This design comes from an exercise in tuning for small area on the open sky130 flow, not from production work. Where RTL was checked, it was by simulation tests only, not by an equivalence proof against the original. No functional check of the RTL was part of run 3. The flow treats the clock pin as an ideal source, which a real chip does not have. Power is estimated from default activity; no workload was simulated.

### flow/design.v
`timescale 1ns / 1ps
module CLKGEN(
	input wire clk,
	input wire reset,
	input wire DXMIT_BAR,
	output reg SYS_CLK,
	output  DCLK,
	input wire [31:0] TINT,
	output reg CONV,
	output wire sys_tick
    );
	 reg [4:0] cnt_10M;  
	 reg [27:0] cnt_int;  
	 assign sys_tick = !(cnt_10M<5-1) && !SYS_CLK;
	 always @(posedge clk or posedge reset)
	 begin
		if (reset)
		begin
			cnt_10M <=0;
			SYS_CLK <=0;
		end
		else
		begin
			if (cnt_10M<5-1) 
			begin
				cnt_10M 	<=cnt_10M+1;
			end
			else
			begin
				SYS_CLK	<=~SYS_CLK;
				cnt_10M 	<=0;
			end
		end
	 end	
	reg dxmit_bar_del;
	 always @(posedge clk or posedge reset)
	 begin
		if (reset)
		begin
			cnt_int 	<=0;
			CONV		<=0;
			dxmit_bar_del<=0;
		end
		else if (sys_tick)
		begin
			dxmit_bar_del<=DXMIT_BAR;
			if (cnt_int<TINT-1) 
			begin
				cnt_int <=cnt_int+1;
			end
			else
			begin
				CONV		<=~CONV;
				cnt_int 	<=0;
			end
		end
	 end
assign 	 DCLK = (dxmit_bar_del==0)? SYS_CLK:0;
endmodule
`timescale 1ns / 1ps
module READOUT(
	input wire clk,
	input wire sys_tick,
	input wire RST,
	input wire DVALID_BAR,
	input wire DOUT,
	input wire  [9:0] fifo_cnt,
	input wire  [31:0] TINT,
	output reg DXMIT_BAR,
	output wire fifo_flag,
	output reg [64-1:0] data2pipe,
	output reg state,
	output reg done,
	output reg [31:0] fifo_th
    );
	 parameter bitnum=40; 
	 reg [8:0] bitcnt;
	 reg [bitnum-1:0] doutreg;
	 reg dxmit_bar_old;
	 reg dvalid_bar_old;
	 parameter IDLE=0, RETRIEVE=1;
	 wire tintless1msec;
	 wire tintless5msec;
	 wire tintless10msec;
	 wire tintless05msec;
	 assign tintless05msec = ((TINT<5000))? 1:0;
	 assign tintless1msec = ((TINT<10000)&&(TINT>5000-1))? 1:0;
	 assign tintless5msec = ((TINT<50000)&&(TINT>10000-1))? 1:0;
	 assign tintless10msec = ((TINT<100000)&&(TINT>50000-1))? 1:0;
	 assign fifo_flag= (fifo_cnt>(2*fifo_th))? 1:0;
	 always @(posedge clk or posedge RST)
	 begin
		if (RST)
		begin
			doutreg			<=0;
			dxmit_bar_old	<=1;
			dvalid_bar_old	<=1;
			bitcnt			<=0;
			state				<= IDLE;
			done 				<=0;
			data2pipe 		<=0;
			DXMIT_BAR 		<=1;
			fifo_th			<=100;
		end
		else if (sys_tick)
		begin
			if (tintless05msec)
			begin
				fifo_th <= 400;
			end
			else
			begin
				if (tintless1msec)
				begin
					fifo_th <= 200;
				end
				else
				begin
					if (tintless5msec)
					begin
						fifo_th <= 50;
					end
					else
					begin
						if (tintless10msec)
						begin
							fifo_th <= 25;
						end
						else
						begin
							fifo_th <= 20;
						end
					end
				end
			end
			dvalid_bar_old	<=DVALID_BAR;
			case (state)
			IDLE:
			begin
				done 			<= 0;
				if ((DVALID_BAR==0)&(dvalid_bar_old==1))  
				begin
					state <=RETRIEVE;
					DXMIT_BAR <=0;
				end
				else
				begin
					state <=IDLE;
					DXMIT_BAR <=1;
				end
			end
			RETRIEVE:
			begin
				if (bitcnt<bitnum) 
				begin
					doutreg[bitcnt]	<=DOUT;  
					bitcnt	<= bitcnt+1;
					done 		<= 0;
					DXMIT_BAR<= 0;
				end
				else
				begin
					done 			<= 1;
					data2pipe 	<= doutreg;  
					state 		<= IDLE;
					DXMIT_BAR	<= 1;
					bitcnt		<= 0;
				end
			end
			default:
			begin
				doutreg		<= 0;
				data2pipe	<= 0;
				done			<= 0;
				bitcnt		<= 0;
				dxmit_bar_old		<= 1;
				state 		<= IDLE;
				DXMIT_BAR	<= 1;
			end
			endcase
		end
	 end
endmodule
`timescale 1ns / 1ps
module FSM(
        input wire clk,				 
		  input wire reset_fsm, 		 
		  input wire DOUT, 				 
		  input wire DVALID_BAR, 		 
		  output wire DXMIT_BAR, 		 
		  output wire SYS_CLK, 			 
		  output wire DCLK, 				 
		  output wire CONV, 				 
		  output wire fifo_flag, 		 
		  input wire [9:0] fifo_cnt,	 
		  output wire [63:0] data2pipe,	 
		  output wire done,				 
		  input [31:0] TINT,  
		  output [31:0] fifo_th 
    );
    wire sys_tick;
	 wire state;
	 CLKGEN clkgen1 (
			.clk(clk),
			.reset(reset_fsm),
			.DXMIT_BAR(DXMIT_BAR),
			.SYS_CLK(SYS_CLK),
			.DCLK(DCLK),
			.TINT(TINT),
			.CONV(CONV),
			.sys_tick(sys_tick)
		);
	READOUT readout1(
			.clk(clk),
			.sys_tick(sys_tick),
			.RST(reset_fsm),
			.DVALID_BAR(DVALID_BAR),
			.DOUT(DOUT),
			.DXMIT_BAR(DXMIT_BAR),
			.fifo_flag(fifo_flag),
			.data2pipe(data2pipe),
			.state(state),
			.done(done),
			.fifo_cnt(fifo_cnt),
			.fifo_th(fifo_th),
			.TINT(TINT)
    );
endmodule
### flow/run.sh
#!/bin/bash
# synth_recipe.tcl (not shown) runs the flow's synth.tcl, then flattens the netlist and writes it again
# the make line also repeats each setting of config.mk as NAME=value (left out here)
make -C /OpenROAD-flow-scripts/flow DESIGN_CONFIG=/design/flow/config.mk WORK_HOME=/design/flow/orfs CLKGATE_MAP_FILE= SYNTH_SCRIPT=/design/flow/synth_recipe.tcl finish
### flow/config.mk
export PLATFORM = sky130hd
export DESIGN_NAME = FSM
export DESIGN_NICKNAME = FSM
export VERILOG_FILES = /design/flow/design.v
export SDC_FILE = /design/flow/constraint.sdc
export NUM_CORES = 4
export LEC_CHECK = 0
export CAP_MARGIN = 20
export CORE_MARGIN = 2
export CORE_UTILIZATION = 40
export SLEW_MARGIN = 20
### flow/constraint.sdc
create_clock -name core_clock -period 10.0 [get_ports {clk}]
set_input_delay 2.0000 -clock core_clock [delete_from_list [all_inputs] [get_ports {clk}]]
set_output_delay 2.0000 -clock core_clock [all_outputs]
set_load 0.01 [all_outputs]
==> results.txt, run 1 <==
Status
The flow ran to the end and the layout has no timing, DRC or antenna violations.

Clock network
CTS placed an instance of clkbuf_16 at the clock tree root. The H-tree depth is 4. For this design, the sink count on the clock tree is 138. The TritonCTS clock tree is done.

The number of buffers between clock root and the deepest sink is 2. The post-CTS resize count is 0. Post-CTS timing repair inserted 0 buffers for setup.

The post-cts hold buffer count is 0. The clock input transition at the sequential cells of the worst setup and hold paths is 0.06 ns. The later pin in the worst-skew pair is clocked with a latency of 0.42 ns. The number of buffers created by CTS is 17.

Synthesis
The most common flop cell mapped by yosys is dfrtp_1. The async set-or-reset flop fraction in the synthesized netlist is 100%. Yosys attributes the largest share of cell area to dfrtp_1 42%, nand2_1 8.3%, ha_1 6.7%. By count the netlist is led by 175 x nand2_1, 133 x dfrtp_1, 96 x nor2_1. The count of flip-flops with a built-in enable after synthesis is 0. By instance count, the leading cell after synthesis is nand2_1.

The synthesis warning total is 2. After technology mapping, the gate count stands at 865. The top cell type by area accounts for 42.2% of the synthesized area. In this run, synthesis produced a sequential element count of 138. The post-synthesis cell area is 7900 µm². The dominant cell type by area after synthesis is dfrtp_1.

The sequential cell area fraction in the yosys report is 43.8%. After synthesis, the mean cell area works out to 9.13 µm². The netlist uses 61 different library cells.

Power and ir drop
The combinational cell fraction of total power is 33.1%. The maximum VDD drop is 0.140 mV. The internal portion of the total power is 1440 µW. The power share of the sequential group is 40.3%. The clock share of power is 26.5%. Net switching is 36.0% of the power. Summed over all cells, the static leakage comes to 0.00427 µW. Dividing total power by cell area gives a power density of 236 nW/µm². For this design the total switching power over the nets is 808 µW.

Global route
The wire length of the first global-routing pass is 29900 µm. Global routing used 18.3% of the available tracks across all layers. The via count of the first global-routing pass is 5888. The remaining global-route overflow is 0. The number of antenna violations at the first check in global routing is 0.

The maximum number of pins on one net before global-route repair is 75.

Timing
For the pin with the worst max-slew slack, the measured transition is 0.963 ns. The smallest clock period supported by the final layout is computed as 6.47 ns. The clock arrives with 0.00832 ns of skew.

The final count of pins violating max slew is 0. For this run, the top clock speed supported by timing is 155 MHz. Setup repair after global routing left no endpoint under its margin. The smallest setup slack after layout is 3.53 ns.

The number of hold-slack violations in the final timing report is 0. Measured against its own limit, the worst slew margin works out to 35.8%. Setup violations remaining at the end of the flow were counted as 0.

The final sum of negative setup slack is 0 ns. The post-route clock period utilization is 64.7%.

Place
OpenSTA, run right after detailed placement, puts the worst setup slack at 3.27 ns. The detailed-placement wirelength estimate is 13200 µm. The last weighted congestion value of the routability-driven placer is 0.873. The number of buffers added on ports is 100.

Worst setup path
The slowest stage of the critical path belongs to the cell or4b_2. The type of the worst setup path is input port to output port. The cell family contributing the most delay on the critical path is buffers and inverters. The number of buffers and inverters on the critical path is 3.

The critical path data arrival time is 4.47 ns. The element type at the critical path start is an input port. STA puts the critical path data required time at 8.00 ns. The worst register-to-register path ends at readout1.doutreg[31]. In this run the critical register-to-register path is launched from readout1.bitcnt[3].

The most common cell type on the critical path is clkdlybuf4s50_1. The longest individual stage delay on the worst path is 0.67 ns. The reg2reg setup slack is 6.82 ns. The critical path goes through clkdlybuf4s50_1 -> inv_1 -> ha_1 -> nand4_1 -> or4b_2 -> and3_1 -> a211o_1 -> clkdlybuf4s50_1. The number of cells on the worst reg-to-reg path is 7. In this run the worst path has a maximum fanout of 3. The category of the worst setup path capture point is an output port.

Detailed routing
For this run, the detailed router's first-pass iteration total came to 4. The number of remaining DRC errors is 0. The detailed router placed 6100 vias in this run. The final routed wire length divided by cell count is 14.5 µm. The vias per cell is 4.93. The total length of routed wires is 18000 µm. The first routing iteration left 327 violations. The number of nets with antenna violations after routing is 0.

Floorplan
The overall die area is 20900 µm². In this run the core area contains 51 standard-cell rows. The die boundary width is 144 µm. The initial utilization of the core area, before any placement, comes to 40.7%. The core region area is 19400 µm². The die is 144 µm tall. The number of primary I/O pins is 148.

Finish
The number of fill cells is 1901. The post-route core utilization is 49.2%. The number of antenna cells inserted is 0. The final net count is 1051. The share of final-layout standard cells stronger than drive strength 1 is 9.56%. The area added between synthesis and finish is 20.8%.

Flow run
The tool flagged a number of max-cap violations equal to 0.

Min path
The worst hold-check path type is flip-flop to flip-flop. Along the worst hold path, the cell count comes to 1. The hold-critical path endpoint is clkgen1.cnt_10M[0].

The origin of the worst min-delay path is clkgen1.cnt_10M[0].
[layout by cell type, fill, tap and decap left out, types with 10 or more instances in the layout]
cell type	n
clkdlybuf4s50_1	100
nor2_1	95
clkbuf_16	17
conb_1	49
a21oi_1	21
xor2_1	25
nand2_1	175
inv_1	22
ha_1	42
mux2_2	33
nor4_1	13
nand4_1	15
nand3_1	25
nor2_2	10
dfrtp_1	133
nor3_1	17
o21ai_0	24
xnor2_1	34
[per-stage QoR]
| step | hold WS [ns] | instance area [µm²] | std cells | total power [µW] |
|---|---|---|---|---|
| floorplan | 0.410 | 8080 | 913 | 1390 |
| global placement | 0.436 | 8980 | 1209 | 1640 |
| detailed placement | 0.430 | 8980 | 1209 | 1660 |
| CTS | 0.445 | 9540 | 1238 | 2270 |
| global route | 0.462 | 9540 | 1238 | 2430 |
| finish | 0.443 | 9540 | 1238 | 2250 |
[worst reg2reg max path: stages, from the launching register on]
cell and delay [ns]:
dfrtp_1 0.48, or2_4 0.31, a2111oi_4 0.38, nand3_1 0.19, or4_4 0.58, or3b_1 0.60
nor2_2 0.18, mux2_1 0.34
[registers in the layout (all words and copies together) (netlist names), 5 cells and up]
| register | cells |
|---|---|
| clkgen1.cnt_10M | 5 |
| clkgen1.cnt_int | 28 |
| readout1.bitcnt | 9 |
| readout1.data2pipe | 40 |
| readout1.fifo_th | 9 |
| readout1.doutreg | 40 |
[how the worst max path moves through the flow]
stage | start | end | depth (start not counted)
after detailed placement | TINT[0] | clkgen1.CONV | 17
after CTS | fifo_cnt[9] | fifo_flag | 7
after floorplan | reset_fsm | clkgen1.CONV | 1
after global placement | TINT[0] | clkgen1.CONV | 17
after global routing | TINT[0] | clkgen1.CONV | 17
final | fifo_cnt[1] | fifo_flag | 8
[metal layers]
metal  routed length [µm]  global-route usage (%)
met1                 9040                    26.4
met4                  290                    5.31
met5                    0                       0
met3                  764                    4.11
met2                 7910                    27.5
[power by group through the flow]
stage	Combinational, µW	Clock (µW)	Sequential, µW
final	745	596	906
after global routing	854	636	935
after CTS	750	609	909
after detailed placement	744	0	916
after global placement	729	0	915
after floorplan	521	0	871
[cell type report]
| cell class | instances | area (µm²) | area share, % |
|---|---|---|---|
| multi-input combinational | 677 | 4050 | 42.5 |
| tap | 265 | 332 | 3.48 |
| clock buffer | 18 | 429 | 4.50 |
| clock inverter | 11 | 126 | 1.32 |
| inverter | 23 | 91.3 | 0.958 |
| sequential | 138 | 3460 | 36.3 |
| timing repair buffer | 106 | 1050 | 11.0 |
[logic make-up (layout without fill, tap and decap cells)]
group | after synthesis | after routing | share of synthesized area, %
simple gates | 409 | 409 | 23.7
flops | 138 | 138 | 43.8
buf+inv | 98 | 158 | 7.15
compound gates | 76 | 76 | 6.12
xor+xnor | 59 | 59 | 6.55
fa+ha+maj | 42 | 42 | 6.66
mux | 42 | 42 | 5.97
other cells | 1 | 49 | 0.0475
==> inputs of run 2 (changes only) <==
==> flow/design.v (replaced) <==
`timescale 1ns / 1ps
module CLKGEN(
	input  wire        clk,
	input  wire        reset,
	input  wire [31:0] TINT,
	output reg         SYS_CLK,
	output reg         CONV,
	output wire        sys_tick
    );
	reg  [2:0]  cnt_10M;
	reg  [27:0] cnt_int;
	wire        last = (cnt_10M == 3'd4);
	assign sys_tick = last && !SYS_CLK;
	always @(posedge clk or posedge reset)
		if (reset) begin
			cnt_10M <= 0;
			SYS_CLK <= 0;
		end else if (last) begin
			cnt_10M <= 0;
			SYS_CLK <= ~SYS_CLK;
		end else
			cnt_10M <= cnt_10M + 1'b1;
	wire [28:0] k;
	wire [27:0] inc;
	assign k[0] = 1'b1;
	genvar i;
	generate for (i = 0; i < 28; i = i + 1) begin : g_inc
		assign k[i+1] = k[i] & cnt_int[i];
		assign inc[i] = cnt_int[i] ^ k[i];
	end endgenerate
	wire [32:0] ge;               
	assign ge[0] = 1'b1;
	generate for (i = 0; i < 32; i = i + 1) begin : g_cmp
		wire a = (i < 28) ? inc[i] : (i == 28) ? k[28] : 1'b0;
		assign ge[i+1] = (a & ~TINT[i]) | ((a | ~TINT[i]) & ge[i]);
	end endgenerate
	wire lt  = ~ge[32] | (TINT == 32'd0);
	wire clr = sys_tick & ~lt;
	always @(posedge clk or posedge reset)
		if (reset) begin
			cnt_int <= 0;
			CONV    <= 0;
		end else begin
			cnt_int <= clr ? 28'd0 : (sys_tick ? inc : cnt_int);
			if (clr)
				CONV <= ~CONV;
		end
endmodule
`timescale 1ns / 1ps
module READOUT(
	input  wire        clk,
	input  wire        RST,
	input  wire        sys_tick,
	input  wire        SYS_CLK,
	input  wire        DVALID_BAR,
	input  wire        DOUT,
	input  wire [9:0]  fifo_cnt,
	input  wire [31:0] TINT,
	output wire        DXMIT_BAR,
	output wire        DCLK,
	output wire        done,
	output wire [63:0] data2pipe,
	output wire [31:0] fifo_th,
	output wire        fifo_flag
    );
	reg [5:0]  st;
	reg        dvalid_old;
	reg [39:0] doutreg;
	reg [2:0]  th;
	wire idle = (st == 6'd0) || (st == 6'd42);
	assign DXMIT_BAR = idle;
	assign done      = (st == 6'd42);
	assign DCLK      = SYS_CLK && (st >= 6'd2);
	assign data2pipe = {24'd0, doutreg};
	always @(posedge clk or posedge RST)
		if (RST) begin
			st         <= 0;
			dvalid_old <= 1;
		end else if (sys_tick) begin
			dvalid_old <= DVALID_BAR;
			if (idle)
				st <= (!DVALID_BAR && dvalid_old) ? 6'd1 : 6'd0;
			else
				st <= st + 1'b1;
		end
	always @(posedge clk)
		if (sys_tick && !idle && st <= 6'd40)
			doutreg <= {DOUT, doutreg[39:1]};
	always @(posedge clk or posedge RST)
		if (RST)
			th <= 0;
		else if (sys_tick)
			th <= (TINT < 5000)   ? 3'd1 :
			      (TINT < 10000)  ? 3'd2 :
			      (TINT < 50000)  ? 3'd3 :
			      (TINT < 100000) ? 3'd4 : 3'd5;
	reg [8:0] thv;
	always @*
		case (th)
			3'd1: thv = 9'd400;
			3'd2: thv = 9'd200;
			3'd3: thv = 9'd50;
			3'd4: thv = 9'd25;
			3'd5: thv = 9'd20;
			default: thv = 9'd100;
		endcase
	assign fifo_th   = {23'd0, thv};
	assign fifo_flag = fifo_cnt > {thv, 1'b0};
endmodule
`timescale 1ns / 1ps
module FSM(
	input  wire        clk,
	input  wire        reset_fsm,
	input  wire        DOUT,
	input  wire        DVALID_BAR,
	output wire        DXMIT_BAR,
	output wire        SYS_CLK,
	output wire        DCLK,
	output wire        CONV,
	output wire        fifo_flag,
	input  wire [9:0]  fifo_cnt,
	output wire [63:0] data2pipe,
	output wire        done,
	input  wire [31:0] TINT,
	output wire [31:0] fifo_th
    );
	wire sys_tick;
	CLKGEN clkgen1 (
		.clk(clk), .reset(reset_fsm), .TINT(TINT),
		.SYS_CLK(SYS_CLK), .CONV(CONV), .sys_tick(sys_tick));
	READOUT readout1 (
		.clk(clk), .RST(reset_fsm), .sys_tick(sys_tick), .SYS_CLK(SYS_CLK),
		.DVALID_BAR(DVALID_BAR), .DOUT(DOUT), .fifo_cnt(fifo_cnt), .TINT(TINT),
		.DXMIT_BAR(DXMIT_BAR), .DCLK(DCLK), .done(done), .data2pipe(data2pipe),
		.fifo_th(fifo_th), .fifo_flag(fifo_flag));
endmodule
==> run 2 against run 1 <==
Compared with the run above: clock power fell by 44%; power fell by 67%; worst hold slack improved by 0.0057 ns; wire length fell by 43%; area after synthesis fell by 39%; worst setup slack got worse by 0.58 ns; core utilization rose by 2.2 points; via count fell by 41%; fmax fell by 8.2%; register-to-register slack got worse by 3.9 ns; non-clock buffer count fell by 1; critical endpoint is now clkgen1.cnt_int[22].
==> results.txt, run 2 <==
Synthesis
The number of library cell types mapped by synthesis is 56. In this run the biggest area consumer among cell types represents 24.9% of the synthesized area. The synthesis warning total is 2. Summing every instance area after synthesis gives 4820 µm².

The largest family of logic cells by synthesized area is simple AND/OR/NAND/NOR gates. Summing the areas of all fa, ha and maj instances in the mapped netlist gives 12.4% of the synthesized area. Summing the areas of all xor and xnor instances in the mapped netlist gives 1.09% of the synthesized area.

After synthesis, flip-flops and latches occupy 47.2% of the total area. In the synthesized netlist the async set-or-reset flop fraction comes to 51.8%. The multiplexer share of the synthesized area is 0.441%. The share of the synthesized area in compound gates (AO/OA/AOI/OAI) is 9.99%. The largest total area in the synthesized netlist belongs to edfxtp_1. Among all cell types in the netlist, the one instantiated most often is nor2_1. The average instance in the mapped netlist occupies 10.2 µm².

The number of register bits inferred by synthesis is 83. The count of flip-flops with a built-in enable after synthesis is 40. By area the synthesized netlist is led by edfxtp_1 25%, dfrtp_1 22%, ha_1 11%. The most used flip-flop cell after synthesis is dfrtp_1. Ranked by instance count, the synthesized netlist is headed by 61 x nor2_1, 47 x buf_4, 42 x dfrtp_1. The number of instances in the synthesized netlist is 471. The simple-gate area share of the yosys netlist is 17.2%.

Worst setup path
The endpoint identified for the worst register-to-register timing path is clkgen1.cnt_int[22]. The worst setup path is captured at a flip-flop. The startpoint identified for the worst register-to-register timing path is clkgen1.cnt_int[0]. The number of cells on the worst reg-to-reg path is 33. Among the stages of the critical path, the cell type that occurs most often is ha_1. The worst setup path is of the flip-flop to flip-flop kind. Data on the critical path arrives at its endpoint at 7.30 ns.

The data required time at the worst endpoint is 10.25 ns. STA classifies the critical path startpoint as a flip-flop. The critical-path cell with the highest stage delay is dfrtp_1.

Of all nets on the critical path, the largest fanout is 25. The largest single stage delay on the critical path is 0.41 ns. The reg2reg setup slack is 2.95 ns.

Finish
0 antenna diodes ended up in the layout. The largest register by flop count is readout1.doutreg. The largest registers in the layout are readout1.doutreg (40), clkgen1.cnt_int (28), readout1.st (6).

The register with the most flip-flops in the layout has 40 of them. The share of final-layout standard cells stronger than drive strength 1 is 6.23%. The most frequent standard cell in the layout excluding fill and tap cells is clkdlybuf4s50_1. In the layout the commonest cells are 100 x clkdlybuf4s50_1, 60 x nor2_1, 47 x conb_1. The number of fill cells is 1113. The final cell count without fillers is 725. Compared with the post-synthesis result, the final layout area differs by 26.9%. The final net count is 660.

Global route
The total overflow left after global routing is 0. The first global-routing pass estimated 16900 µm of wire. The via count of the first global-routing pass came to 3454.

The number of antenna violations at the first check in global routing is 0. For this run, the total global-route usage over all layers was measured as 16.7%. Entering global routing, the biggest net connects 44 pins.

Timing
The clock arrives with 0.00503 ns of skew. The final count of pins violating max slew came to 0. On the final layout, the worst hold slack is 0.448 ns.

The time the worst path needs with I/O delays and setup is 7.05 ns. The headroom to the max-slew limit is 49.9%. Setup repair after global routing left no endpoint under its margin. In the final timing run, aggregate negative setup slack is 0 ns.

The peak clock frequency supported by timing is 142 MHz. At the pin with the least slew margin, the transition time is 0.750 ns. The number of hold-slack violations in the final timing report was 0. The total setup violations reported at the end of the flow is 0. The worst path uses 70.5% of the clock period.

Floorplan
For this configuration, the core starts out at a cell density of 40.5%. The number of primary I/O pins is 148. After floorplanning, the core was divided into 40 placement rows.

The chip height is 114 µm. The core region area is 11900 µm². The die boundary width is 114 µm. The die covers 12900 µm².

Power and ir drop
Summed over all cells, the static leakage comes to 0.00272 µW. The clock share of power is 45.0%. Dividing total power by cell area gives a power density of 121 nW/µm². Net switching is 21.6% of the power. Of the total power, registers draw 48.2%.

For this design the total switching power over the nets is 160 µW. The maximum VDD drop is 0.0949 mV. The cell internal power dissipation is 580 µW. The share of total power dissipated in combinational logic is 6.8%.

Detailed routing
The via count is 3587. The vias per cell is 4.95. The final routed wire length divided by cell count is 14.2 µm. For this run, design rule violations remaining after detail routing come to 0. The count of nets left with antenna violations once routing finished came out at 0. After the first detailed-routing iteration, the DRC count stood at 255.

The total length of routed wires is 10300 µm. For this run, the detailed router's first-pass iteration total came to 4.

Clock network
Clock latency on the worst-skew pair, taken at its later pin, is 0.35 ns. The TritonCTS clock tree is done. The number of buffers between clock root and the deepest sink is 2. Counting every sink on the clock net gives 83.

The tree is rooted in a clkbuf_16. Buffers inserted to repair hold after CTS numbered 0. The H-tree generated during clock tree synthesis spans 3 levels.

TritonCTS created 9 clock buffers. Clock-pin slew was measured on the worst setup and hold paths at 0.06 ns. In this run, post-CTS repair resized a total of 0 instances.

Buffers added to address setup during post-CTS repair amount to 0.

Place
The detailed-placement wirelength estimate is 7740 µm. The number of placed instances, taps included, is 709. The last weighted congestion value of the routability-driven placer is 0.780. During placement, the flow inserted port buffers numbering 100.

Status
The run finished with no timing, DRC or antenna violations.

Min path
The worst hold path terminates at readout1.doutreg[32]. The worst hold path begins at readout1.doutreg[33]. The worst hold-check path type is flip-flop to flip-flop. The hold-critical path depth is 0.

Flow run
The reported max-cap violation count is 0.
run 2: logic make-up (layout without fill, tap and decap cells):
| logic type | Yosys count | in the layout |
|---|---|---|
| xor gates and xnor gates | 6 | 6 |
| and+or+nand+nor | 163 | 163 |
| other | 1 | 47 |
| buffers and inverters | 98 | 159 |
| muxes | 2 | 2 |
| DFF | 83 | 83 |
| adders and majority gates | 49 | 49 |
| AOI/OAI and AO/OA | 69 | 69 |
run 2: routing by layer:
| layer | GRT usage (%) | vias up | routed length (µm) |
|---|---|---|---|
| li1 | - | 1776 | - |
| met1 | 21.9 | 1687 | 4880 |
| met2 | 26.8 | 110 | 4600 |
| met3 | 4.57 | 14 | 666 |
| met4 | 6.02 | 0 | 165 |
| met5 | 0 | - | 0 |
run 2: stage by stage:
stage / utilization [%] / power (µW) / worst slack [ns] / cell area, µm²
after floorplan: - / 399 / 3.47 / 4990
after global placement: 48.9 / 413 / 3.06 / 5820
after detailed placement: 48.9 / 413 / 2.95 / 5820
after CTS: 51.4 / 750 / 2.90 / 6120
after global routing: 51.4 / 770 / 2.57 / 6120
final: 51.4 / 740 / 2.95 / 6120
run 2: final cells by class:
cell class              count  area [µm²]  area share, %
repair buffers            105        1040           17.0
flip-flops and latches     83        2280           37.2
clock buffers              12         246           4.03
well taps                 147         184           3.01
multi-input cells         336        2180           35.6
inverters                  38         143           2.33
clock inverters             4        50.0          0.818
run 2: power groups by stage:
stage                     combinational, µW  clock [µW]  sequential (µW)
after floorplan                        36.4           0              363
after global placement                 49.7           0              363
after detailed placement               50.1           0              363
after CTS                              50.4         344              356
after global routing                   56.2         358              356
final                                  50.2         333              356
run 2: critical path, delay by kind of cell (launching register included):
| family | cells | cell delay (ns) |
|---|---|---|
| AOI/OAI and AO/OA | 2 | 0.32 |
| adders and majority gates | 29 | 5.79 |
| and+or+nand+nor | 1 | 0.10 |
| buffers and inverters | 1 | 0.29 |
| DFF | 1 | 0.41 |
run 2: worst max path at each step:
stage,start,end,slack [ns]
detailed placement,clkgen1.cnt_int[0],clkgen1.cnt_int[8],2.95
CTS,clkgen1.cnt_int[0],clkgen1.cnt_int[22],2.90
finish,clkgen1.cnt_int[0],clkgen1.cnt_int[22],2.95
global placement,clkgen1.cnt_int[0],clkgen1.cnt_int[3],3.06
floorplan,clkgen1.cnt_int[0],clkgen1.cnt_int[1],3.47
global route,clkgen1.cnt_int[0],clkgen1.cnt_int[7],2.57
==> inputs of run 3 (changes only) <==
--- a/flow/design.v
+++ b/flow/design.v
@@ -68,22 +68,23 @@
 	reg [39:0] doutreg;
 	reg [2:0]  th;
-	wire idle = (st == 6'd0) || (st == 6'd42);
+	wire idle = st[5] & st[4];
 	assign DXMIT_BAR = idle;
-	assign done      = (st == 6'd42);
-	assign DCLK      = SYS_CLK && (st >= 6'd2);
+	assign done      = idle & st[0];
+	wire r0 = st[5] & ~st[4] & st[3] & ~st[2] & ~st[1] & ~st[0];
+	assign DCLK      = SYS_CLK & ~(idle & ~st[0]) & ~r0;
 	assign data2pipe = {24'd0, doutreg};
 	always @(posedge clk or posedge RST)
 		if (RST) begin
-			st         <= 0;
+			st         <= 6'd62;
 			dvalid_old <= 1;
 		end else if (sys_tick) begin
 			dvalid_old <= DVALID_BAR;
 			if (idle)
-				st <= (!DVALID_BAR && dvalid_old) ? 6'd1 : 6'd0;
+				st <= (!DVALID_BAR && dvalid_old) ? 6'd40 : 6'd62;
 			else
-				st <= st + 1'b1;
+				st <= st - 1'b1;
 		end
 	always @(posedge clk)
-		if (sys_tick && !idle && st <= 6'd40)
+		if (sys_tick && !idle && st != 6'd0)
 			doutreg <= {DOUT, doutreg[39:1]};
 	always @(posedge clk or posedge RST)
==> flow/flow/run.sh (new file) <==
#!/bin/bash
# ORFS layout (the standard.sh) with these changes:
# - synthesis maps logic with an area-oriented ABC script (flow/abc_area.script);
#   everything else in synthesis is the standard flow's own script, so registers are unchanged
# - port buffers are buf_1
# - one tie cell per constant value (no tie fanout repair)
# - clock tree built from small clock buffers, without dummy loads
set -euo pipefail
W=$(pwd)
{
  echo 'proc abc {args} {'
  echo '  set i [lsearch $args -script]'
  echo "  if {\$i >= 0} { set args [lreplace \$args \$i [expr {\$i+1}] -script $W/flow/abc_area.script] }"
  echo '  yosys abc {*}$args'
  echo '}'
  cat synth_recipe.tcl
} > my_synth.tcl
sed "s#SYNTH_SCRIPT=[^ ]*#SYNTH_SCRIPT=$W/my_synth.tcl#" standard.sh > my_standard.sh
grep -q "SYNTH_SCRIPT=$W/my_synth.tcl" my_standard.sh
export BUFFER_PORTS_ARGS="-buffer_cell sky130_fd_sc_hd__buf_1"
export SKIP_REPAIR_TIE_FANOUT=1
export CTS_ARGS="${CTS_ARGS_OVERRIDE:--sink_clustering_enable -repair_clock_nets -buf_list sky130_fd_sc_hd__clkbuf_8 -root_buf sky130_fd_sc_hd__clkbuf_8 -sink_clustering_size 20 -dont_use_dummy_load}"
bash my_standard.sh finish > standard.log 2>&1
==> flow/flow/abc_area.script (new file) <==
strash
dch -f
map -a
strash
dch -f
map -a
strash
dch -f
map -a
topo
==> flow/standard.sh (new file) <==
#!/bin/bash
# synth_recipe.tcl (not shown) runs the flow's synth.tcl, then flattens the netlist and writes it again
# the make line also repeats each setting of config.mk as NAME=value (left out here)
make -C /OpenROAD-flow-scripts/flow DESIGN_CONFIG=/design/flow/config.mk WORK_HOME=/design/flow/orfs CLKGATE_MAP_FILE= SYNTH_SCRIPT=/design/flow/synth_recipe.tcl "${@:-finish}"
removed: flow/run.sh
==> run 3 against run 2 <==
Compared with the run above: sequential power hardly changed; global-route usage fell by 0.64 points; clock power is 45% lower; clock skew is 0.022 ns higher; worst hold slack worse by 0.019 ns; die area is 7.3% lower; final cell count shrank 9.9%; largest cell class unchanged; largest power group unchanged.
==> results.txt, run 3 <==
Status
The run finished with no timing, DRC or antenna violations.

Synthesis
The share of synthesized area in the top cell type comes to 27.0%. Of all flip-flops after synthesis, the portion carrying an async set or reset was 51.8%. Among all flip-flop cells after synthesis, the most frequent one is edfxtp_1. Counting flops and latches in the post-synthesis netlist gives 83. The count of flip-flops with a built-in enable after synthesis is 40. The number of instances in the synthesized netlist is 447. The most instantiated library cell after synthesis is clkinv_1. For this run, the number of Yosys warnings is 2. The synthesized area per cell is 9.97 µm². The number of library cell types mapped by synthesis is 31.

The post-synthesis cell area is 4460 µm². Sorting the synthesized cells by area gives the leading types as edfxtp_1 27%, dfrtp_1 21%, ha_1 11%. Summed over all instances, the cell type with the most area after synthesis is edfxtp_1.

The sequential cell area fraction in the yosys report is 51.3%. By count the netlist is led by 69 x clkinv_1, 57 x nand2_1, 47 x buf_4.

Timing
Clock skew on the completed layout was measured at 0.0275 ns. Hold is met by 0.429 ns. For the pin with the worst max-slew slack, the measured transition is 0.687 ns. The post-route clock period utilization is 70.7%. The final count of pins violating max slew is 0. The routed design could run at a clock period as short as 7.07 ns. The final sum of negative setup slack is 0 ns. The headroom to the max-slew limit is 54.1%.

The total setup violations reported at the end of the flow is 0. Setup repair after global routing left no endpoint under its margin. The number of hold-slack violations in the final timing report is 0. The peak clock frequency supported by timing is 141 MHz.

Floorplan
In this run the vertical extent of the chip is 110 µm. The core region area is 10800 µm². The starting density of the core is 41.1%. The floorplan step defined a die boundary enclosing 12000 µm².

The number of primary I/O pins is 148. The placement row count is 38. The die boundary width is 110 µm.

Clock network
The clock root buffer is clkbuf_8. The number of buffers between clock root and the deepest sink is 2. The post-cts hold buffer count is 0. Buffers inserted during clock tree synthesis total 9.

For this design, the sink count on the clock tree is 83. The TritonCTS clock tree is done. The later pin in the worst-skew pair is clocked with a latency of 0.35 ns.

The number of setup buffers added after CTS is 0. The H-tree generated during clock tree synthesis spans 3 levels. In this run, post-CTS repair resized a total of 0 instances. The clock input transition at the sequential cells of the worst setup and hold paths is 0.09 ns.

Finish
The post-route cell area is 4830 µm². The total area of sequential cells is 2280 µm². In the layout the commonest cells are 100 x buf_1, 69 x clkinv_1, 57 x nand2_1.

Fill cells in the final layout number 1086. The register with the most flip-flops in the layout has 40 of them. In the final layout, the registers with the most flip-flops are readout1.doutreg (40), clkgen1.cnt_int (28), readout1.st (6). The final net count is 601.

The number of antenna cells inserted is 0. The most frequent standard cell in the layout excluding fill and tap cells is buf_1. The multi-input combinational cells in the finished layout cover a total of 1580 µm².

The area added between synthesis and finish is 8.31%. The largest register by flop count is readout1.doutreg. The share of final-layout standard cells stronger than drive strength 1 is 4.48%.

Excluding fillers, the count of instances in the completed layout stands at 653.

Power and ir drop
The switching fraction of total power is 22.4%. The worst-case IR drop observed on VDD is 0.0808 mV. The analysis attributes to net switching a power of 129 µW. Of the total power, registers draw 61.9%. In this run, the combinational gates consume 6.0% of the power.

The clock network accounts for 32.0% of the total power. Summed over all cells, the static leakage comes to 0.00191 µW. The power after layout is 575 µW. The total power divided by cell area is 119 nW/µm². Internal power comes to 446 µW.

Global route
The first global-routing pass estimated 15000 µm of wire. The via count of the first global-routing pass was 3304. Entering global routing, the biggest net connects 48 pins. After global routing the overflow that remains totals 0. Global routing used 16.1% of the available tracks across all layers.

The number of antenna violations at the first check in global routing is 0.

Worst setup path
The worst register-to-register path ends at clkgen1.cnt_int[15]. The critical path data arrival time is 7.30 ns. STA classifies the critical path startpoint as a flip-flop. By startpoint and endpoint, the worst setup path is classified as flip-flop to flip-flop. The longest individual stage delay on the worst path is 0.56 ns. The reg2reg setup slack is 2.93 ns. The category of the worst setup path capture point is a flip-flop.

The worst register-to-register path begins at clkgen1.cnt_int[0]. The critical-path cell with the highest stage delay is nand2_1. The logic depth of the worst path, buffers included is 32.

Among cell families on the critical path, the largest total delay comes from adder cells. The critical path contains buffers and inverters numbering 0 combined. Among the stages of the critical path, the cell type that occurs most often is ha_1. The number of cells on the worst reg-to-reg path is 32. Of all nets on the critical path, the largest fanout is 23. The data required time at the worst endpoint is 10.23 ns.

Place
The cell area after placement is 4700 µm². During placement, the flow inserted port buffers numbering 100. Detailed placement finished with a half-perimeter wire length of 7010 µm. In this run, placement finished with an instance count of 644. Routability-driven placement finished with a final weighted congestion of 0.858.

Min path
The worst hold path belongs to the class flip-flop to flip-flop. In this run the most critical hold path is launched from readout1.doutreg[6]. The worst hold path terminates at readout1.doutreg[5]. Counting instances, the worst hold path has a depth of 0.

Detailed routing
The final routed wire length divided by cell count is 14.0 µm. Before antenna repair, the detailed router went through 7 iterations. After detailed routing, the number of vias per cell comes to 4.98. The via count is 3249. After detailed routing, the number of remaining DRC violations is 0. The number of design-rule violations left by the first detailed-router iteration is 105.

Wires add up to 9140 µm. The count of nets left with antenna violations once routing finished came out at 0.

Flow run
The tool flagged a number of max-cap violations equal to 0.
run 3: changes by cell type after synthesis, moves of 12 or more:
cell      previous run  this run
o22ai_1              6        19
o21ai_0             12        36
nor2_1              61        25
nor3_1              21         9
inv_1               38         0
nand2_1             19        57
clkinv_1             0        69
nor2b_1             12         0
run 3: cell type report:
type,count,share of cell area (%)
Clock buffer,9,2.57
Inverter,69,5.37
Timing Repair Buffer,104,8.40
Sequential cell,83,47.3
Multi-Input combinational cell,248,32.7
Tap cell,140,3.63
run 3: worst register-to-register path: cells and delay by family, from the launching register on:
kind | cells | cell delay (ns)
adders and majority gates | 27 | 5.02
AOI/OAI and AO/OA | 4 | 1.01
and+or+nand+nor | 1 | 0.56
DFF | 1 | 0.40
run 3: cells by family (layout without fill, tap and decap cells):
kind of cell,count (synthesis),in the layout,share of synthesized area [%]
adder cells (fa/ha/maj),40,40,11.2
AND/OR/NAND/NOR,109,109,10.2
buffers and inverters,116,182,13.7
other,1,1,0.0842
flip-flops,83,83,51.3
AO/OA/AOI/OAI,95,95,12.9
XOR/XNOR,3,3,0.590
run 3: power by group through the flow:
stage	Sequential, µW	Combinational, µW	Clock [µW]
5_1_grt	356	40.4	202
4_1_cts	356	35.0	192
3_3_place_gp	363	33.9	0
2_1_floorplan	363	34.2	0
3_5_place_dp	363	34.9	0
6_report	356	34.7	184
run 3: per-stage QoR:
| step | utilization (%) | setup WS (ns) |
|---|---|---|
| 3_5_place_dp | 43.4 | 2.91 |
| 5_1_grt | 44.5 | 2.41 |
| 2_1_floorplan | - | 3.67 |
| 3_3_place_gp | 43.4 | 3.10 |
| 4_1_cts | 44.5 | 2.86 |
| 6_report | 44.5 | 2.93 |
run 3: how the worst max path moves through the flow:
| stage | from | endpoint | slack [ns] |
|---|---|---|---|
| after floorplan | clkgen1.cnt_int[0] | clkgen1.cnt_int[0] | 3.67 |
| after global placement | clkgen1.cnt_int[0] | clkgen1.cnt_int[0] | 3.10 |
| after detailed placement | clkgen1.cnt_int[0] | clkgen1.cnt_int[25] | 2.91 |
| after CTS | clkgen1.cnt_int[0] | clkgen1.cnt_int[25] | 2.86 |
| after global routing | clkgen1.cnt_int[0] | clkgen1.cnt_int[4] | 2.41 |
| final | clkgen1.cnt_int[0] | clkgen1.cnt_int[15] | 2.93 |
run 3: layer usage:
metal | part of all wire (%) | global-route usage (%) | vias to the layer above
li1 | - | - | 1635
met1 | 43 | 19.2 | 1519
met2 | 50 | 28.4 | 84
met3 | 4.9 | 3.62 | 11
met4 | 1.4 | 5.70 | 0
met5 | 0 | 0 | -
==> inputs of run 4 (changes only) <==
--- a/flow/design.v
+++ b/flow/design.v
@@ -21,20 +21,19 @@
 		end else
 			cnt_10M <= cnt_10M + 1'b1;
-	wire [28:0] k;
-	wire [27:0] inc;
-	assign k[0] = 1'b1;
+	wire [28:0] t;
+	wire [27:0] xn;
+	assign t[0] = sys_tick;
 	genvar i;
 	generate for (i = 0; i < 28; i = i + 1) begin : g_inc
-		assign k[i+1] = k[i] & cnt_int[i];
-		assign inc[i] = cnt_int[i] ^ k[i];
+		assign t[i+1] = t[i] & cnt_int[i];
+		assign xn[i]  = ~(cnt_int[i] ^ t[i]);
 	end endgenerate
-	wire [32:0] ge;               
-	assign ge[0] = 1'b1;
+	wire [32:0] lt;
+	assign lt[0] = 1'b0;
 	generate for (i = 0; i < 32; i = i + 1) begin : g_cmp
-		wire a = (i < 28) ? inc[i] : (i == 28) ? k[28] : 1'b0;
-		assign ge[i+1] = (a & ~TINT[i]) | ((a | ~TINT[i]) & ge[i]);
+		wire na = (i < 28) ? xn[i] : (i == 28) ? ~t[28] : 1'b1;
+		assign lt[i+1] = (na & TINT[i]) | ((na | TINT[i]) & lt[i]);
 	end endgenerate
-	wire lt  = ~ge[32] | (TINT == 32'd0);
-	wire clr = sys_tick & ~lt;
+	wire clr = sys_tick & ~(lt[32] | (TINT == 32'd0));
 	always @(posedge clk or posedge reset)
 		if (reset) begin
@@ -42,5 +41,5 @@
 			CONV    <= 0;
 		end else begin
-			cnt_int <= clr ? 28'd0 : (sys_tick ? inc : cnt_int);
+			cnt_int <= ~xn & {28{~clr}};
 			if (clr)
 				CONV <= ~CONV;
@@ -67,5 +66,4 @@
 	reg        dvalid_old;
 	reg [39:0] doutreg;
-	reg [2:0]  th;
 	wire idle = st[5] & st[4];
 	assign DXMIT_BAR = idle;
@@ -88,22 +86,21 @@
 		if (sys_tick && !idle && st != 6'd0)
 			doutreg <= {DOUT, doutreg[39:1]};
+	wire z   = (TINT[31:17] == 15'd0);
+	wire t1  = z && (TINT[16:0] < 17'd5000);
+	wire t2  = z && (TINT[16:0] < 17'd10000);
+	wire t3  = z && (TINT[16:0] < 17'd50000);
+	wire t4  = z && (TINT[16:0] < 17'd100000);
+	reg th7, th5, th4, th3;
 	always @(posedge clk or posedge RST)
-		if (RST)
-			th <= 0;
-		else if (sys_tick)
-			th <= (TINT < 5000)   ? 3'd1 :
-			      (TINT < 10000)  ? 3'd2 :
-			      (TINT < 50000)  ? 3'd3 :
-			      (TINT < 100000) ? 3'd4 : 3'd5;
-	reg [8:0] thv;
-	always @*
-		case (th)
-			3'd1: thv = 9'd400;
-			3'd2: thv = 9'd200;
-			3'd3: thv = 9'd50;
-			3'd4: thv = 9'd25;
-			3'd5: thv = 9'd20;
-			default: thv = 9'd100;
-		endcase
+		if (RST) begin
+			th7 <= 0; th5 <= 1; th4 <= 0; th3 <= 0;
+		end else if (sys_tick) begin
+			th7 <= t2;
+			th5 <= t3 & ~t2;
+			th4 <= t1 | ~t2;
+			th3 <= (t2 & ~t1) | (t4 & ~t3);
+		end
+	wire [8:0] thv = {th4 & th7, th7, ~th4, th5, th4, th3,
+	                  ~th7 & ~th3 & (th4 ^ th5), th4 & th5, th4 & th3};
 	assign fifo_th   = {23'd0, thv};
 	assign fifo_flag = fifo_cnt > {thv, 1'b0};
==> flow/flow/run.sh (replaced) <==
#!/bin/bash
# ORFS layout (the standard.sh) with these changes:
# - synthesis maps logic with an area-oriented ABC script (flow/abc_area.script) and
#   leaves adders to ABC (no half/full adder cells); everything else in synthesis is
#   the standard flow's own script, so the registers are the same
# - port buffers are buf_1
# - one tie cell per constant value (no tie fanout repair)
# - clock tree from mid-size clock buffers, without dummy loads
set -euo pipefail
W=$(pwd)
{
  echo 'proc abc {args} {'
  echo '  set i [lsearch $args -script]'
  echo "  if {\$i >= 0} { set args [lreplace \$args \$i [expr {\$i+1}] -script $W/flow/abc_area.script] }"
  echo '  yosys abc {*}$args'
  echo '}'
  cat synth_recipe.tcl
} > my_synth.tcl
sed "s#SYNTH_SCRIPT=[^ ]*#SYNTH_SCRIPT=$W/my_synth.tcl#" standard.sh > my_standard.sh
grep -q "SYNTH_SCRIPT=$W/my_synth.tcl" my_standard.sh
export ADDER_MAP_FILE=
export BUFFER_PORTS_ARGS="-buffer_cell sky130_fd_sc_hd__buf_1"
export SKIP_REPAIR_TIE_FANOUT=1
export CTS_ARGS="-sink_clustering_enable -repair_clock_nets -buf_list sky130_fd_sc_hd__clkbuf_4 -root_buf sky130_fd_sc_hd__clkbuf_8 -sink_clustering_size 7 -dont_use_dummy_load"
bash my_standard.sh finish > standard.log 2>&1
==> flow/flow/abc_area.script (replaced) <==
strash
dc2
&get -n
&st
&dch -f
&nf -R 1000
&st
&dch -f
&nf -R 1000
&put
topo
==> run 4 against run 3 <==
Compared with the run above: largest cell class unchanged; still clean; clock skew up 0.00092 ns; highest routed layer unchanged; combinational power grew to 3.1 times the previous value; sequential power up 13%; critical path type unchanged.
==> results.txt, run 4 <==
Finish
The area occupied by multi-input gates is 1350 µm². Leaving out fill and tap cells, the most frequent cells in the layout are 100 x buf_1, 51 x nor2_1, 40 x edfxtp_1. The number of flip-flops under the largest register name is 40. Leaving out filler cells and counting taps, the final layout contains 584. The largest registers in the layout are readout1.doutreg (40), clkgen1.cnt_int (28), readout1.st (6). The number of fill cells is 986. The library cell used most frequently in the layout, excluding fill and tap cells, is buf_1. The sequential cells in the finished layout cover a total of 2310 µm².

For this run, the post-layout net count is 496. The number of antenna cells inserted is 0. The largest register by flop count is readout1.doutreg. Cells with a size suffix above 1 make up 4.24% of the layout. The area added between synthesis and finish is 7.82%.

Synthesis
The number of instances in the synthesized netlist is 388. The synthesized netlist devotes 13.4% of its cell area to simple gates. The synthesized netlist devotes 14.4% of its cell area to compound gates. The share of synthesized area in the top cell type comes to 29.2%.

By count the netlist is led by 52 x nor2_1, 51 x buf_4, 40 x edfxtp_1. The multiplexer share of the synthesized area is 0%. The largest family of logic cells by synthesized area is compound AO/OA/AOI/OAI gates. The async set-or-reset flop fraction in the synthesized netlist is 52.4%.

For this run, the leading register cell type out of synthesis is edfxtp_1. The post-synthesis cell area is 4110 µm². Summing the areas of all xor and xnor instances in the mapped netlist gives 4.69% of the synthesized area. A synthesized cell averages 10.6 µm².

By area the synthesized netlist is led by edfxtp_1 29%, dfrtp_1 23%, buf_4 9.3%. Sequential cells were found to cover 56.2% of the synthesized design area. The number of library cell types mapped by synthesis is 45. Of the total synthesized cell area, the portion taken by full adders, half adders and majority gates is 0.243%. The synthesis warning total is 2. The most instantiated library cell after synthesis is nor2_1. Counting flops with a built-in enable in the synthesized netlist gives 40. The dominant cell type by area after synthesis is edfxtp_1. The number of register bits inferred by synthesis is 84.

Timing
The final count of pins violating max slew is 0. The number of hold-slack violations in the final timing report is 0. The peak clock frequency supported by timing is 152 MHz. On the final layout, the worst hold slack is 0.434 ns.

The total setup violations reported at the end of the flow is 0. The final sum of negative setup slack is 0 ns. Clock skew on the completed layout was measured at 0.0284 ns. The pin slew with the least headroom to its limit is 1.05 ns. For the finished layout, the period the worst path requires is 6.56 ns. Headroom to the max-slew limit came out at 29.7%. The post-route clock period utilization is 65.6%. Once routing completed, OpenROAD measured the worst setup slack at 3.44 ns. Setup repair after global routing left no endpoint under its margin.

Clock network
The clock root buffer is clkbuf_8. The post-CTS resize count is 0. The insertion delay of the later-clocked pin in the worst-skew pair is 0.34 ns.

Counting every sink on the clock net gives 84. In this run, post-CTS hold repair placed 0 buffers. The longest clock path from root to sink contains 2 buffers.

After clock tree synthesis, the clock-pin slew on the worst setup and hold paths is 0.09 ns. In this run the number of H-tree levels came out at 3. TritonCTS built the clock tree.

Once the clock tree was built, the setup fixing pass inserted 0 buffers. The number of buffers created by CTS is 9.

Detailed routing
The number of search-and-repair iterations in the first detailed-routing pass is 4. In this run the remaining antenna-violating nets after routing total 0. The first routing iteration left 193 violations.

Summed over all layers, the routed wires come to 8180 µm. The final routed wire length divided by cell count is 14.0 µm. The vias per cell is 5.20. The number of remaining DRC errors is 0. The via count is 3037.

Worst setup path
The critical path ends at clkgen1.CONV. The cell family contributing the most delay on the critical path is simple AND/OR/NAND/NOR gates. The worst register-to-register path has a setup slack of 3.44 ns. For the worst setup path, the data required time is 10.16 ns. Among all stages on the critical path, the largest delay is contributed by and4_1.

The worst flop-to-flop path endpoint is clkgen1.CONV. The number of cells on the worst reg-to-reg path is 27. The largest single stage delay on the critical path is 0.90 ns. The logic depth of the worst path, buffers included is 27.

Of all nets on the critical path, the largest fanout is 29. The count of buffering cells on the critical path with inverters included is 0. The most common cell type on the critical path is nor2_1. The launch instance of the worst register-to-register path is clkgen1.cnt_10M[0]. STA classifies the critical path startpoint as a flip-flop.

STA puts the critical path data arrival time at 6.72 ns. The critical path starts at clkgen1.cnt_10M[0]. The category of the worst setup path capture point is a flip-flop.

The type of the worst setup path is flip-flop to flip-flop.

Floorplan
The number of primary I/O pins is 148. The initialized floorplan defines 37 standard-cell rows. In this run the standard cell core region covers 10100 µm². The overall die area is 11100 µm². The chip height is 105 µm. The starting density of the core is 40.6%. The die is 105 µm wide.

Place
Buffers placed on the I/O ports in this run total 100. The post-placement worst setup slack is 3.43 ns. The last weighted congestion value of the routability-driven placer is 0.816. The detailed-placement wirelength estimate is 6070 µm. Counting tap cells, the placed design contains a total of 574 instances.

Global route
Entering global routing, the biggest net connects 48 pins. The via count of the first global-routing pass is 2783. The number of antenna violations at the first check in global routing is 0.

The remaining global-route overflow is 0. The wire length of the first global-routing pass is 13000 µm. Global routing consumed, over all layers together, 14.8% of the routing resources.

Power and ir drop
VDD sags by at most 0.0753 mV. The total power divided by cell area is 156 nW/µm². The power after layout is 691 µW. The analysis attributes to cell leakage a power of 0.00156 µW.

Status
The flow ran to the end and the layout has no timing, DRC or antenna violations.

Min path
The worst hold-check path type is flip-flop to flip-flop.

Flow run
The reported max-cap violation count is 0.
run 4: per-layer routing:
metal  global-route usage [%]  up-vias  routed length (µm)
li1                         -     1477                   -
met1                     19.1     1465                3750
met2                     24.1       80                3870
met3                     3.28       15                 382
met4                     6.48        0                 175
met5                        0        -                   0
run 4: power breakdown:
group          total (µW)  leakage (µW)  internal, µW  switching [µW]
Sequential            402      0.000855           385            17.0
Clock                 181     0.0000647          80.5             101
Combinational         108      0.000644          44.3            63.6
run 4: cell type report:
type / instances / area share [%]
tap: 136 / 3.84
inverter: 19 / 1.61
sequential: 84 / 52.1
clock buffer: 9 / 2.79
multi-input combinational: 234 / 30.5
timing repair buffer: 102 / 9.09
run 4: worst register-to-register path, cell delays in order, from the launching register on:
cell      delay, ns
dfrtp_1        0.40
nor2_1         0.20
nand2_1        0.11
nor2_1         0.60
and3_1         0.33
and3_1         0.23
nand3_1        0.16
nor2_1         0.23
nand3_1        0.17
nor2_1         0.21
nand3_1        0.16
nor2_1         0.21
nand3_1        0.16
nor2_1         0.21
nand3_1        0.16
nor2_1         0.22
nand3_1        0.17
nor2_1         0.23
nand3_1        0.17
nor2_1         0.26
xnor2_1        0.16
o22ai_1        0.15
a21oi_1        0.07
a221oi_1       0.20
o21ai_0        0.11
o21ai_0        0.07
and4_1         0.90
xor2_1         0.15
run 4: kinds of logic after synthesis:
group	after synthesis
flops	84
buf+inv	70
xor+xnor	22
compound gates	87
fa+ha+maj	1
other cells	1
simple gates	123
run 4: worst min-delay path by stage:
stage,cells after the start,start,to
after global routing,0,readout1.doutreg[3],readout1.doutreg[2]
after detailed placement,0,readout1.doutreg[25],readout1.doutreg[24]
final,0,readout1.doutreg[35],readout1.doutreg[34]
after floorplan,1,clkgen1.cnt_10M[0],clkgen1.cnt_10M[0]
after global placement,0,readout1.doutreg[19],readout1.doutreg[18]
after CTS,0,readout1.doutreg[35],readout1.doutreg[34]
run 4: metrics by stage:
step / instance area, µm² / util [%]
finish: 4430 / 43.7
global route: 4430 / 43.7
CTS: 4410 / 43.5
detailed placement: 4290 / 42.3
global placement: 4290 / 42.3
floorplan: 4110 / -
==> inputs of run 5 (changes only) <==
--- a/flow/flow/run.sh
+++ b/flow/flow/run.sh
@@ -22,4 +22,4 @@
 export BUFFER_PORTS_ARGS="-buffer_cell sky130_fd_sc_hd__buf_1"
 export SKIP_REPAIR_TIE_FANOUT=1
-export CTS_ARGS="-sink_clustering_enable -repair_clock_nets -buf_list sky130_fd_sc_hd__clkbuf_4 -root_buf sky130_fd_sc_hd__clkbuf_8 -sink_clustering_size 7 -dont_use_dummy_load"
+export CTS_ARGS="-sink_clustering_enable -repair_clock_nets -buf_list sky130_fd_sc_hd__clkbuf_8 -root_buf sky130_fd_sc_hd__clkbuf_8 -sink_clustering_size 20 -dont_use_dummy_load"
 bash my_standard.sh finish > standard.log 2>&1
==> run 5 against run 4 <==
Compared with the run above: still clean on timing, DRC and antenna; sequential share of layout area did not move; critical path depth did not move; wire length did not move; synthesized cell count did not move; global-route usage did not move; fmax did not move; worst hold slack did not move; clock skew did not move; combinational power barely moved; highest routed layer unchanged.
==> results.txt, run 5 <==
Place
The number of buffers added on ports is 100. The cell area after placement is 4290 µm². The last weighted congestion value of the routability-driven placer is 0.816. After legalization and detailed placement, the total HPWL measured 6070 µm.

Synthesis
After synthesis, the mean cell area works out to 10.6 µm². The synthesis warning total is 2. The multiplexer share of the synthesized area is 0%.

The sequential cell area fraction in the yosys report is 56.2%. Of the total synthesized cell area, the portion taken by AND, OR, NAND and NOR gates is 13.4%. Sorting the synthesized cells by how often they occur yields 52 x nor2_1, 51 x buf_4, 40 x edfxtp_1. The XOR/XNOR share of the synthesized area is 4.69%. The most instantiated library cell after synthesis is nor2_1.

Among all flip-flop cells after synthesis, the most frequent one is edfxtp_1. The netlist uses 45 different library cells. The count of flip-flops with a built-in enable after synthesis is 40. The number of register bits inferred by synthesis is 84. The post-synthesis cell area is 4110 µm². The dominant cell type by area after synthesis is edfxtp_1. The top-area cell type share of the netlist area is 29.2%. The number of instances in the synthesized netlist is 388.

After synthesis, the largest family of logic cells by area is compound AO/OA/AOI/OAI gates. The share of the synthesized area in compound gates (AO/OA/AOI/OAI) is 14.4%. The adder-cell share of the synthesized area is 0.243%. Counting flops with an async set or reset pin after synthesis yields a share of 52.4%. In the post-synthesis netlist, the biggest area contributors are edfxtp_1 29%, dfrtp_1 23%, buf_4 9.3%.

Global route
The first global-routing pass estimated 13000 µm of wire. The maximum number of pins on one net before global-route repair is 48. The remaining global-route overflow is 0. The number of antenna violations at the first check in global routing is 0. The overall track demand over capacity in global routing is 14.8%.

The via count of the first global-routing pass is 2783.

Floorplan
The floorplan step defined a core boundary enclosing 10100 µm². The die boundary width is 105 µm. 148 I/O pins were placed. The initial utilization of the core area, before any placement, comes to 40.6%. The overall die area is 11100 µm².

The placement row count is 37. The floorplan step set the die height to 105 µm.

Detailed routing
The number of remaining DRC errors is 0. The first TritonRoute pass finished after 4 iterations. The number of nets with antenna violations after routing is 0. The detailed router placed 3037 vias in this run. Using the TritonRoute via totals, the vias-per-cell ratio works out to 5.20. The final routed wire length divided by cell count is 14.0 µm.

The number of design-rule violations left by the first detailed-router iteration is 193. For this block, the routed nets add up to 8180 µm of wire.

Worst setup path
The critical path data arrival time is 6.72 ns. The worst setup path is of the flip-flop to flip-flop kind. The longest individual stage delay on the worst path is 0.90 ns. Of all nets on the critical path, the largest fanout is 29. By instance count, the cell type seen most on the critical path is nor2_1. STA classifies the critical path endpoint as a flip-flop.

Together, buffers and inverters on the worst path number 0. STA classifies the critical path startpoint as a flip-flop. The data required time at the worst endpoint is 10.16 ns. The cell family contributing the most delay on the critical path is simple AND/OR/NAND/NOR gates. The critical-path cell with the highest stage delay is and4_1.

Power and ir drop
The total power divided by cell area is 156 nW/µm². The power after layout is 691 µW. The total leakage power is 0.00156 µW. VDD sags by at most 0.0753 mV.

Finish
The area growth from synthesis to layout is 7.82%. The most frequent standard cell in the layout excluding fill and tap cells is buf_1. Counting flops per register, the top entry is readout1.doutreg.

The largest registers in the layout are readout1.doutreg (40), clkgen1.cnt_int (28), readout1.st (6). The number of flip-flops under the largest register name is 40. After routing the design area is 4430 µm².

The post-route core utilization is 43.7%. The number of antenna cells inserted is 0. Leaving out fill and tap cells, the most frequent cells in the layout are 100 x buf_1, 51 x nor2_1, 40 x edfxtp_1.

The number of fill cells is 986. The final net count is 496. Cells with a size suffix above 1 make up 4.24% of the layout.

Clock network
No sink is reached through more buffers than the 2 on the longest clock path. The TritonCTS clock tree is done. Once the clock tree was built, the resizer swapped 0 gates to a different size. The tree is rooted in a clkbuf_8. After clock tree synthesis, the flow added hold-fix buffers numbering 0. The insertion delay of the later-clocked pin in the worst-skew pair is 0.34 ns. The H-tree depth is 3. Post-CTS timing repair inserted 0 buffers for setup. The clock sink total is 84. The clock input transition at the sequential cells of the worst setup and hold paths is 0.09 ns. TritonCTS created 9 clock buffers.

Flow run
Max-cap violations in this run came to 0.

Timing
The number of hold-slack violations in the final timing report is 0. Setup violations remaining at the end of the flow were counted as 0. The pin slew with the least headroom to its limit is 1.05 ns.

The time the worst path needs with I/O delays and setup is 6.56 ns. Measured against its own limit, the worst slew margin works out to 29.7%. For this run, the top clock speed supported by timing is 152 MHz. The post-route clock period utilization is 65.6%. The final count of pins violating max slew was 0.

The clock skew is 0.0284 ns. Setup repair after global routing left no endpoint under its margin. The final sum of negative setup slack is 0 ns.

Min path
The worst hold-check path type is flip-flop to flip-flop.

Status
The flow ran to the end and the layout has no timing, DRC or antenna violations.
## run 5: cell counts in the layout (fill, tap and decap cells not counted)
Identical to the previous run, type by type.
## run 5: final cells by class
| cell class | instances | area (µm²) | share of cell area, % |
|---|---|---|---|
| inverter | 19 | 71.3 | 1.61 |
| timing repair buffer | 102 | 403 | 9.09 |
| clock buffer | 9 | 124 | 2.79 |
| tap | 136 | 170 | 3.84 |
| multi-input combinational | 234 | 1350 | 30.5 |
| sequential | 84 | 2310 | 52.1 |
## run 5: final timing paths
kind	start	to	slack, ns	cells after the start
max	clkgen1.cnt_10M[0]	clkgen1.CONV	3.44	27
min	readout1.doutreg[35]	readout1.doutreg[34]	0.43	0
max reg2reg	clkgen1.cnt_10M[0]	clkgen1.CONV	3.44	27
min reg2reg	readout1.doutreg[35]	readout1.doutreg[34]	0.43	0
max in group asynchronous	reset_fsm	clkgen1.cnt_int[25]	7.84	3
min in group asynchronous	reset_fsm	clkgen1.SYS_CLK	1.76	3
## run 5: power by group
group / internal (µW) / total, µW / switching [µW]
combinational: 44.3 / 108 / 63.6
sequential: 385 / 402 / 17.0
clock: 80.5 / 181 / 101
## run 5: metrics by stage
stage               cells  setup slack (ns)  hold WS (ns)
finish                584              3.44         0.434
global route          584              2.43         0.449
CTS                   583              3.40         0.440
detailed placement    574              3.43         0.433
global placement      574              3.61         0.429
floorplan             388              4.40         0.422
## run 5: routing by layer
metal	wire length [µm]	global-route usage [%]
met1	3750	19.1
met2	3870	24.1
met3	382	3.28
met4	175	6.48
met5	0	0
## run 5: cells by family after synthesis
| kind of cell | count (synthesis) |
|---|---|
| AOI/OAI and AO/OA | 87 |
| xor gates and xnor gates | 22 |
| adders and majority gates | 1 |
| buffers and inverters | 70 |
| DFF | 84 |
| other | 1 |
| and+or+nand+nor | 123 |
==> inputs of run 6 (changes only) <==
--- a/flow/flow/run.sh
+++ b/flow/flow/run.sh
@@ -6,5 +6,4 @@
 # - port buffers are buf_1
 # - one tie cell per constant value (no tie fanout repair)
-# - clock tree from mid-size clock buffers, without dummy loads
 set -euo pipefail
 W=$(pwd)
@@ -22,4 +21,5 @@
 export BUFFER_PORTS_ARGS="-buffer_cell sky130_fd_sc_hd__buf_1"
 export SKIP_REPAIR_TIE_FANOUT=1
-export CTS_ARGS="-sink_clustering_enable -repair_clock_nets -buf_list sky130_fd_sc_hd__clkbuf_8 -root_buf sky130_fd_sc_hd__clkbuf_8 -sink_clustering_size 20 -dont_use_dummy_load"
+export CTS_ARGS="-sink_clustering_enable -repair_clock_nets -buf_list sky130_fd_sc_hd__clkbuf_4 -root_buf sky130_fd_sc_hd__clkbuf_4 -dont_use_dummy_load"
+export POST_CTS_TCL=$W/flow/post_cts.tcl
 bash my_standard.sh finish > standard.log 2>&1
==> flow/flow/post_cts.tcl (new file) <==
estimate_parasitics -placement
set n_up 0
foreach inst [get_cells -hierarchical *] {
  if {[get_property $inst ref_name] != "sky130_fd_sc_hd__clkbuf_4"} { continue }
  set out [get_pins -of $inst -filter "direction == output"]
  set worst 0
  foreach p [get_pins -of [get_nets -of $out] -filter "direction == input"] {
    set s [get_property $p slew_max]
    if {$s > $worst} { set worst $s }
  }
  if {$worst > 0.118} {
    puts "upsizing [get_full_name $inst]: sink slew $worst"
    replace_cell $inst sky130_fd_sc_hd__clkbuf_8
    incr n_up
  }
}
if {$n_up > 0} {
  detailed_placement
  estimate_parasitics -placement
}
--- a/flow/config.mk
+++ b/flow/config.mk
@@ -8,4 +8,5 @@
 export CAP_MARGIN = 20
 export CORE_MARGIN = 2
-export CORE_UTILIZATION = 40
+export CORE_UTILIZATION = 65
+export PLACE_DENSITY = 0.75
 export SLEW_MARGIN = 20
==> run 6 against run 5 <==
Compared with the run above: still clean; worst hold slack better by 0.016 ns; die area is 37% lower; via count fell by 0.76%; sequential share of layout area increased by 1.5 points; power fell by 4.1%; core utilization up 28 points; non-clock buffer count did not move; synthesized cell count unchanged; count of clock-buffer cells in the layout is the same; final area decreased by 2.7%; wire length decreased by 4.8%; critical path type unchanged; largest power group unchanged; highest routed layer unchanged.
==> results.txt, run 6 <==
Status
The flow ran to the end and the layout has no timing, DRC or antenna violations.

Finish
The number of flip-flops under the largest register name is 40. More flip-flops sit in one register than any other, and that register is readout1.doutreg. Cells with a size suffix above 1 make up 4.24% of the layout.

The library cells used most frequently in the layout, excluding fill and tap cells, are 100 x buf_1, 51 x nor2_1, 40 x edfxtp_1. Leaving out filler cells and counting taps, the final layout contains 523. The most frequent standard cell in the layout excluding fill and tap cells is buf_1. The largest registers in the layout are readout1.doutreg (40), clkgen1.cnt_int (28), readout1.st (6).

The final layout contains 496 nets. 0 antenna diodes ended up in the layout. Summing all non-filler instances in the final layout gives an area of 4310 µm².

The number of fill cells is 508.

Synthesis
The most common flop cell mapped by yosys is edfxtp_1. The async set-or-reset flop fraction in the synthesized netlist is 52.4%. The synthesized area per cell is 10.6 µm². The synthesized design devotes to its leading area cell type 29.2% of total area.

The share of the Yosys chip area taken by registers is 56.2%. The share of the synthesized area in compound gates (AO/OA/AOI/OAI) is 14.4%. The number of library cell types mapped by synthesis is 45. Summed over all instances, the cell type with the most area after synthesis is edfxtp_1. The cell area that synthesis handed to floorplanning was 4110 µm². The multiplexer share of the synthesized area is 0%. The number of register bits inferred by synthesis is 84.

Worst setup path
The reg2reg setup slack is 3.88 ns. STA classifies the critical path endpoint as a flip-flop. The data required time at the worst endpoint is 10.19 ns. The largest driver fanout on the critical path is 29.

The cell family contributing the most delay on the critical path is simple AND/OR/NAND/NOR gates. The launch instance of the worst register-to-register path is clkgen1.cnt_10M[0]. The critical path data arrival time is 6.31 ns.

The element type at the critical path start is a flip-flop. The type of the worst setup path is flip-flop to flip-flop. Counting both buffers and inverters, the worst setup path holds a total of 1. The largest individual stage delay along the critical path comes from the cell and4_1. The worst flop-to-flop path endpoint is clkgen1.CONV.

Power and ir drop
The maximum VDD drop is 0.0986 mV. The design draws 663 µW. For this design the ratio of total power to cell area is 154 nW/µm².

Clock network
The clock input transition at the sequential cells of the worst setup and hold paths is 0.10 ns. The insertion delay of the later-clocked pin in the worst-skew pair is 0.34 ns. The TritonCTS clock tree is done. The clock sink total is 84.

Timing
Based on the critical path, the design can be clocked at up to 163 MHz. The number of hold-slack violations in the final timing report came to 0. The post-route clock period utilization is 61.2%. On the final layout, the worst hold slack is 0.449 ns. Setup repair after global routing left no endpoint under its margin. The time the worst path needs with I/O delays and setup is 6.12 ns. Setup total negative slack on the finished layout was measured at 0 ns. The total setup violations reported at the end of the flow is 0. The final count of pins violating max slew is 0. The headroom to the max-slew limit is 29.9%. For the pin with the worst max-slew slack, the measured transition is 1.05 ns.

Place
The cell count after placement is 514. Routability-driven placement finished with a final weighted congestion of 0.871. The number of buffers added on ports is 100. After legalization and detailed placement, the total HPWL measured 5760 µm.

Detailed routing
In the final routed layout, each cell accounts on average for 14.9 µm. The detailed router finished its first iteration with 227 violations. After detailed routing, the total wire length is 7790 µm. The number of nets with antenna violations after routing is 0. The number of remaining DRC errors is 0.

Global route
In the global route stage, overall resource usage came out at 23.6%.

Floorplan
The chip height is 83.5 µm. The placement row count is 28. The core region area is 6030 µm².

Min path
The origin of the worst min-delay path is readout1.doutreg[33]. The worst hold-check path type is flip-flop to flip-flop. The path with the worst hold slack has its endpoint at readout1.doutreg[32].

Flow run
The reported max-cap violation count is 0.
[run 6: cell counts after synthesis]
No cell type changed its count.
[run 6: worst max path at each step]
| stage | start | endpoint | slack [ns] |
|---|---|---|---|
| 6_report | clkgen1.cnt_10M[0] | clkgen1.CONV | 3.88 |
| 5_1_grt | clkgen1.cnt_10M[0] | clkgen1.CONV | 2.92 |
| 3_5_place_dp | TINT[1] | clkgen1.CONV | 3.87 |
| 3_3_place_gp | TINT[1] | clkgen1.CONV | 3.89 |
| 2_1_floorplan | clkgen1.cnt_10M[0] | clkgen1.CONV | 4.40 |
[run 6: metrics by stage]
| step | utilization [%] | worst slack [ns] |
|---|---|---|
| 3_3_place_gp | 70.0 | 3.89 |
| 6_report | 71.6 | 3.88 |
| 5_1_grt | 71.6 | 2.92 |
| 2_1_floorplan | - | 4.40 |
| 3_5_place_dp | 70.0 | 3.87 |
[run 6: where the power goes]
group	internal [µW]	switching, µW
Clock	59.5	95.0
Combinational	44.4	63.4
Sequential	384	16.3
Total	488	175
[run 6: logic make-up after synthesis]
group | count (synthesis)
buffers and inverters | 70
xor gates and xnor gates | 22
DFF | 84
AOI/OAI and AO/OA | 87
adders and majority gates | 1
and+or+nand+nor | 123
other | 1
[run 6: final cells by class]
class	instances	area, µm²	share of cell area (%)
sequential	84	2310	53.6
multi-input combinational	234	1350	31.4
timing repair buffer	102	390	9.05
tap	75	93.8	2.18
clock buffer	9	92.6	2.15
inverter	19	71.3	1.65
[run 6: layer usage]
metal	track usage (%)	part of all wire (%)	wire, µm
met2	35.9	48	3700
met3	4.95	7.2	561
met5	0	0	0
met1	33.9	44	3470
met4	8.80	0.73	57

-- port drivers added, routing unchanged --
In the flow no input, the clock included, has a driving cell. The finished layouts below were timed again as built, in two steps.
Step 1 sets driving cells, clkbuf_16 on the clock port and buf_2 on the other inputs (assumed; they add their load-dependent delay and slew).
Step 2, shift: input delay + t, output delay - t, t = (earliest + latest rising clock arrival at the registers) / 2. This alone moves slack from input paths to output paths.
a / b / c = ideal / step 1 / step 2; a / b = the first two.
run | shift t [ns] | setup WS [ns]
run 1 | 0.457 | 3.534 / 3.501 / 3.211
run 2 | 0.382 | 2.955 / 2.955 / 2.955
run 3 | 0.366 | 2.929 / 2.929 / 2.929
run 4 | 0.363 | 3.440 / 3.440 / 3.440
run 5 | 0.363 | 3.440 / 3.440 / 3.440
run 6 | 0.359 | 3.883 / 3.883 / 3.856
After both steps setup and hold are still met in every run listed.
